Background: an optimization exercise with open tools, aiming at small area, a short achievable clock period and few clock cycles. Do not read the settings as production practice.

==> 10-03: inputs <==
==> flow/design.v <==
module s_mem(input logic clk,
             input logic init,
             input logic [15:0] rlo, input logic [15:0] rhi, input logic r0,
             input logic [15:0] ulo, input logic [15:0] uhi, input logic u0,
             output logic [7:0] a0,      
             output logic [7:0] a1,      
             output logic [7:0] a255,    
             output logic [7:0] sj,      
             output logic [7:0] ks);     
    logic [7:0] sw [0:255];
    logic [15:0] rhi_e;
    assign rhi_e = rhi & {16{!init}};
    logic [255:0] e, f, ne, nf, k2;
    always_comb begin
        for (int p = 0; p < 256; p++) begin
            e[p] = rlo[p % 16] && rhi_e[p / 16];               
            f[p] = !(rlo[p % 16] && rhi[p / 16]) && !init;     
            ne[p] = !e[p];
            nf[p] = !f[p];
            k2[p] = ulo[p % 16] && uhi[p / 16];
        end
    end
    logic [7:0] sj_ev, sj_od, ks_ev, ks_od;
    always_comb begin
        sj_ev = 8'h00; sj_od = 8'h00;
        ks_ev = 8'h00; ks_od = 8'h00;
        for (int p = 0; p < 256; p += 2) begin
            sj_od = sj_od | ({8{e[p]}} & sw[p + 1]);
            sj_ev = sj_ev | ({8{e[p + 1]}} & sw[(p + 2) % 256]);
            ks_ev = ks_ev | ({8{k2[p]}} & sw[p]);
            ks_od = ks_od | ({8{k2[p + 1]}} & sw[p + 1]);
        end
    end
    assign sj = r0 ? sj_ev : ~sj_od;
    assign ks = u0 ? ~ks_od : ks_ev;
    logic [7:0] a0_t, a0_n;
    assign a0_t = sw[0];
    assign a0_n = ~sw[0];
    assign a0 = a0_t;
    assign a1 = ~sw[1];
    assign a255 = ~sw[255];
    genvar g, b;
    generate
        for (g = 0; g < 255; g++) begin : g_word
            for (b = 0; b < 8; b++) begin : g_bit
                localparam bit INIT1 = ((g >> b) & 1) != (g & 1);
                logic x;
                assign x = (g & 1) ? a0_t[b] : a0_n[b];
                always_ff @(posedge clk)
                    if (INIT1) sw[g][b] <= !((e[g] && x) || (f[g] && sw[g + 1][b]));
                    else       sw[g][b] <= !((ne[g] || x) && (nf[g] || sw[g + 1][b]));
            end
        end
    endgenerate
    always_ff @(posedge clk)
        if (init) sw[255] <= 8'd0;
        else      sw[255] <= ~sj;
endmodule
module crack(input logic clk, input logic rst_n,
             input logic en, output logic rdy,
             input logic [23:0] key_start,
             output logic [23:0] key, output logic key_valid,
             output logic [7:0] ct_addr, input logic [7:0] ct_rddata);
    localparam logic [1:0] IDLE = 2'd0, FIRST = 2'd1, RUN = 2'd2, DONE = 2'd3;
    logic [1:0] state;
    logic [9:0] cnt;
    logic [1:0] m3;              
    logic [7:0] r, v, ksq, ctq;
    logic [15:0] rlo, rhi, ulo, uhi;
    logic u0;
    logic [7:0] kn0;             
    logic [9:0] tlast;           
    logic init, check, reject, keymax;
    logic [7:0] si, s1, sj, ks, a255, kb, rn, u, u2, snext;
    logic [7:0] pt;
    logic good;
    assign check  = (state == RUN) && (cnt >= 10'd261);
    assign pt     = ksq ^ ctq;
    assign good   = (pt >= 8'h20) && (pt <= 8'h7E);
    assign keymax = (key == 24'hFFFFFF);
    assign reject = check && !good && !keymax;
    assign init   = (state == FIRST) || reject;
    s_mem s(.clk(clk), .init(init),
            .rlo(rlo), .rhi(rhi), .r0(r[0]),
            .ulo(ulo), .uhi(uhi), .u0(u0),
            .a0(si), .a1(s1), .a255(a255), .sj(sj), .ks(ks));
    always_comb begin
        case (m3)
            2'd0:    kb = key[23:16];
            2'd1:    kb = key[15:8];
            default: kb = key[7:0];
        endcase
    end
    assign snext = (r == 8'd0) ? si : s1;
    always_comb begin
        if (state == FIRST)
            rn = key[23:16] - 8'd1;
        else if (reject)
            rn = kn0;
        else if (cnt <= 10'd255)
            rn = r + snext + (kb - 8'd1);
        else if (cnt == 10'd256)
            rn = 8'hFF;
        else if (cnt == 10'd257)
            rn = snext + 8'hFE;
        else
            rn = r + snext - 8'd1;
    end
    assign u  = v + a255;
    assign u2 = (u == 8'd0) ? r : (u == r + 8'd1) ? 8'hFF : u - 8'd1;
    always_ff @(posedge clk) begin
        r <= rn;
        for (int k = 0; k < 16; k++) begin
            rlo[k] <= (rn[3:0] == k[3:0]);
            rhi[k] <= (rn[7:4] == k[3:0]);
            ulo[k] <= (u2[3:0] == k[3:0]);
            uhi[k] <= (u2[7:4] == k[3:0]);
        end
        u0 <= u2[0];
        ksq <= ks;
        ctq <= ct_rddata;
        v <= si - cnt[7:0];
        kn0 <= key[23:16] + {7'd0, key[15:0] == 16'hFFFF} - 8'd1;
        if (init)
            m3 <= 2'd1;
        else
            m3 <= (m3 == 2'd2) ? 2'd0 : m3 + 2'd1;
        if (cnt == 10'd100)
            tlast <= {2'b00, ctq} + 10'd260;
        if (cnt >= 10'd258)
            ct_addr <= ct_addr + 8'd1;
        else
            ct_addr <= 8'd0;
    end
    always_ff @(posedge clk or negedge rst_n) begin
        if (!rst_n) begin
            state <= IDLE;
            cnt <= 10'd0;
            key <= 24'd0;
            rdy <= 1'b0;
            key_valid <= 1'b0;
        end else begin
            case (state)
                IDLE: begin
                    key <= key_start;
                    if (en) state <= FIRST;
                end
                FIRST: begin
                    state <= RUN;
                    cnt <= 10'd1;
                end
                RUN: begin
                    if (check && !good) begin
                        if (keymax) begin
                            state <= DONE;
                            rdy <= 1'b1;
                            key_valid <= 1'b0;
                        end else begin
                            key <= key + 24'd1;
                            cnt <= 10'd1;
                        end
                    end else if (check && cnt == tlast) begin
                        state <= DONE;
                        rdy <= 1'b1;
                        key_valid <= 1'b1;
                    end else begin
                        cnt <= cnt + 10'd1;
                    end
                end
                default: ;
            endcase
        end
    end
endmodule
==> flow/flow/run.sh <==
#!/bin/bash
# Own flow: the standard layout with two changes:
#  - synthesis maps with Yosys's default ABC script (abc.tcl) instead of ORFS's;
#  - before global placement, place_array.tcl places the state array's flip-flops
#    in a grid (ORFS's PRE_GLOBAL_PLACE_SKIP_IO_TCL hook).
# Everything else is standard.sh's. make's output goes to flow_make.log, and each
# ORFS step keeps its own log under orfs/logs.
set -euo pipefail
W=$(pwd)
cat flow/abc.tcl synth_recipe.tcl > my_synth.tcl
sed -e "s|SYNTH_SCRIPT=[^ ]*|SYNTH_SCRIPT=$W/my_synth.tcl PRE_GLOBAL_PLACE_SKIP_IO_TCL=$W/flow/place_array.tcl|" standard.sh > my_standard.sh
grep -q "SYNTH_SCRIPT=$W/my_synth.tcl" my_standard.sh
bash my_standard.sh > flow_make.log 2>&1
==> flow/flow/abc.tcl <==
# Technology mapping with Yosys's default ABC script (delay target 4 ns) instead of
# ORFS's: same arguments otherwise (liberty, don't-use cells, constraints).
proc abc {args} {
  set out [list]
  for {set i 0} {$i < [llength $args]} {incr i} {
    set a [lindex $args $i]
    if {$a eq "-script" || $a eq "-D"} { incr i; continue }
    lappend out $a
  }
  yosys abc {*}$out -D 4000
}
==> flow/flow/place_array.tcl <==
# Structured placement of the state array's flip-flops, run before global placement.
# The 256 words sit in a 16 x 16 grid of tiles in snake order, so that word p and
# word p+1 (which feeds it) are neighbours; a word's 8 bits are stacked in the
# middle of its tile, one per row. The flip-flops are fixed (FIRM) so that global
# placement puts each bit's logic and the read trees around them.
set block [ord::get_db_block]
set core [$block getCoreArea]
set cx0 [$core xMin]; set cy0 [$core yMin]; set cx1 [$core xMax]; set cy1 [$core yMax]

# rows by y
set rowlist {}
foreach row [$block getRows] {
  set bb [$row getBBox]
  lappend rowlist [list [$bb yMin] [$bb xMin] [$bb xMax] [$row getOrient] [[$row getSite] getWidth] [[$row getSite] getHeight]]
}
set rowlist [lsort -integer -index 0 $rowlist]
set nrows [llength $rowlist]
set sitew [lindex [lindex $rowlist 0] 4]
set rowh [lindex [lindex $rowlist 0] 5]

# occupied sites of each row (tap cells and anything already placed)
array set occ {}
foreach inst [$block getInsts] {
  if {[lsearch {PLACED FIRM LOCKED COVER} [$inst getPlacementStatus]] < 0} { continue }
  set bb [$inst getBBox]
  set ri [expr {([$bb yMin] - [lindex [lindex $rowlist 0] 0]) / $rowh}]
  if {$ri < 0 || $ri >= $nrows} { continue }
  set rx0 [lindex [lindex $rowlist $ri] 1]
  for {set s [expr {([$bb xMin] - $rx0) / $sitew}]} {$s < ([$bb xMax] - $rx0 + $sitew - 1) / $sitew} {incr s} {
    set occ($ri,$s) 1
  }
}

proc free_span {ri s w} {
  global occ
  for {set k 0} {$k < $w} {incr k} {
    if {[info exists occ($ri,[expr {$s + $k}])]} { return 0 }
  }
  return 1
}

set tw [expr {($cx1 - $cx0) / 16.0}]
set th [expr {($cy1 - $cy0) / 16.0}]
set rows_per_tile [expr {int($th / $rowh)}]
set placed 0
foreach inst [$block getInsts] {
  set name [$inst getName]
  if {![regexp {^s\.sw\\?\[([0-9]+)\\?\]\\?\[([0-9]+)\\?\]} $name -> p b]} { continue }
  set R [expr {$p / 16}]
  set C [expr {($R % 2 == 0) ? ($p % 16) : (15 - $p % 16)}]
  set w [expr {([[$inst getMaster] getWidth] + $sitew - 1) / $sitew}]
  # tile origin; bits in rows centred in the tile
  set r0 [expr {int(($cy0 + $R * $th - [lindex [lindex $rowlist 0] 0]) / $rowh) + ($rows_per_tile - 8) / 2}]
  set ri [expr {$r0 + $b}]
  if {$ri >= $nrows} { set ri [expr {$nrows - 1}] }
  set row [lindex $rowlist $ri]
  set rx0 [lindex $row 1]
  set target [expr {int(($cx0 + ($C + 0.5) * $tw - $rx0) / $sitew) - $w / 2}]
  set found -1
  for {set d 0} {$d < 200} {incr d} {
    foreach s [list [expr {$target + $d}] [expr {$target - $d}]] {
      if {$s >= 0 && ($rx0 + ($s + $w) * $sitew) <= [lindex $row 2] && [free_span $ri $s $w]} { set found $s; break }
    }
    if {$found >= 0} { break }
  }
  if {$found < 0} { continue }
  for {set k 0} {$k < $w} {incr k} { set occ($ri,[expr {$found + $k}]) 1 }
  $inst setOrient [lindex $row 3]
  $inst setLocation [expr {$rx0 + $found * $sitew}] [lindex $row 0]
  $inst setPlacementStatus FIRM
  incr placed
}
puts "place_array: fixed $placed state flip-flops in a 16x16 tile grid"
==> flow/standard.sh <==
#!/bin/bash
# synth_recipe.tcl (not shown) runs the flow's synth.tcl, then flattens the netlist and writes it again
# the make line also repeats each setting of config.mk as NAME=value (left out here)
make -C /OpenROAD-flow-scripts/flow DESIGN_CONFIG=/design/flow/config.mk WORK_HOME=/design/flow/orfs CLKGATE_MAP_FILE= SYNTH_SCRIPT=/design/flow/synth_recipe.tcl "${@:-finish}"
==> flow/config.mk <==
export PLATFORM = sky130hd
export DESIGN_NAME = crack
export DESIGN_NICKNAME = crack
export VERILOG_FILES = /design/flow/design.v
export SDC_FILE = /design/flow/constraint.sdc
export NUM_CORES = 4
export LEC_CHECK = 0
export CAP_MARGIN = 20
export CORE_MARGIN = 2
export CORE_UTILIZATION = 35
export PLACE_DENSITY = 0.42
export SLEW_MARGIN = 20
==> flow/constraint.sdc <==
create_clock -name core_clock -period 10.0 [get_ports {clk}]
set_input_delay 2.0000 -clock core_clock [delete_from_list [all_inputs] [get_ports {clk}]]
set_output_delay 2.0000 -clock core_clock [all_outputs]
set_load 0.01 [all_outputs]
==> 11-01 (differences from 10-03) <==
--- a/flow/flow/place_array.tcl
+++ b/flow/flow/place_array.tcl
@@ -19,7 +19,7 @@
 set rowh [lindex [lindex $rowlist 0] 5]
 
 # occupied sites of each row (tap cells and anything already placed)
-array set occ {}
+array unset ::occ; array set ::occ {}
 foreach inst [$block getInsts] {
   if {[lsearch {PLACED FIRM LOCKED COVER} [$inst getPlacementStatus]] < 0} { continue }
   set bb [$inst getBBox]
@@ -27,14 +27,14 @@
   if {$ri < 0 || $ri >= $nrows} { continue }
   set rx0 [lindex [lindex $rowlist $ri] 1]
   for {set s [expr {([$bb xMin] - $rx0) / $sitew}]} {$s < ([$bb xMax] - $rx0 + $sitew - 1) / $sitew} {incr s} {
-    set occ($ri,$s) 1
+    set ::occ($ri,$s) 1
   }
 }
 
 proc free_span {ri s w} {
-  global occ
-  for {set k 0} {$k < $w} {incr k} {
-    if {[info exists occ($ri,[expr {$s + $k}])]} { return 0 }
+  # keep one free site on each side
+  for {set k -1} {$k <= $w} {incr k} {
+    if {[info exists ::occ($ri,[expr {$s + $k}])]} { return 0 }
   }
   return 1
 }
@@ -64,7 +64,7 @@
     if {$found >= 0} { break }
   }
   if {$found < 0} { continue }
-  for {set k 0} {$k < $w} {incr k} { set occ($ri,[expr {$found + $k}]) 1 }
+  for {set k 0} {$k < $w} {incr k} { set ::occ($ri,[expr {$found + $k}]) 1 }
   $inst setOrient [lindex $row 3]
   $inst setLocation [expr {$rx0 + $found * $sitew}] [lindex $row 0]
   $inst setPlacementStatus FIRM
==> comparison table <==
| quantity | 10-03 | 11-01 |
|---|---|---|
| Part of the Yosys area used for sequential elements | 47.2% | 47.2% |
| Horizontal die dimension | 523 um | 523 um |
| Standard-cell rows | 190 | 190 |
| Compound-Gate Fraction of Synth Area | 32.3% | 32.3% |
| Adder-Cell Fraction of Synth Area | 0.906% | 0.906% |
| I/O Pins | 69 | 69 |
| EDFF count, synth | 10 | 10 |
| Ys flop type | sky130_fd_sc_hd__dfxtp_1 | sky130_fd_sc_hd__dfxtp_1 |
| Post-synthesis instance area | 0.0945 sq mm | 0.0945 sq mm |
| Warning count from the yosys run | 3 | 3 |
| Synthesized-area fraction occupied by xor and xnor cells | 0.733% | 0.733% |
| Flops & latches, synth | 2211 | 2211 |
| Post-Synthesis Net Count | 10500 | 10500 |
| PortBufs | 68 | 68 |
| Placer congestion estimate | 1.46 | 1.51 |
| Y dimension of the die | 523 um | 523 um |
| Basic-gate share of the synthesized area counting and, or, nand and nor cells | 14.4% | 14.4% |
| Number of unique standard cell types used by synthesis | 65 | 65 |
| Biggest area consumer among synthesized cells | sky130_fd_sc_hd__dfxtp_1 | sky130_fd_sc_hd__dfxtp_1 |
| Cells after synthesis | 10399 | 10399 |
| Avg Inst Size Synth | 9.08 sq um | 9.08 sq um |
| Run status | aborted with a tool error | aborted with a tool error |
| Stage where the flow stopped | detailed placement | global routing |
| Top-area cell type share of the netlist area | 45.8% | 45.8% |
| Detailed placement HPWL | 1020000 um | 1010000 um |
| Effective utilization at floorplan | 35.2% | 35.2% |
| Most common cell in the netlist | sky130_fd_sc_hd__dfxtp_1 | sky130_fd_sc_hd__dfxtp_1 |
Function was not checked in any run of this note: the RTL went through the layout flow alone.
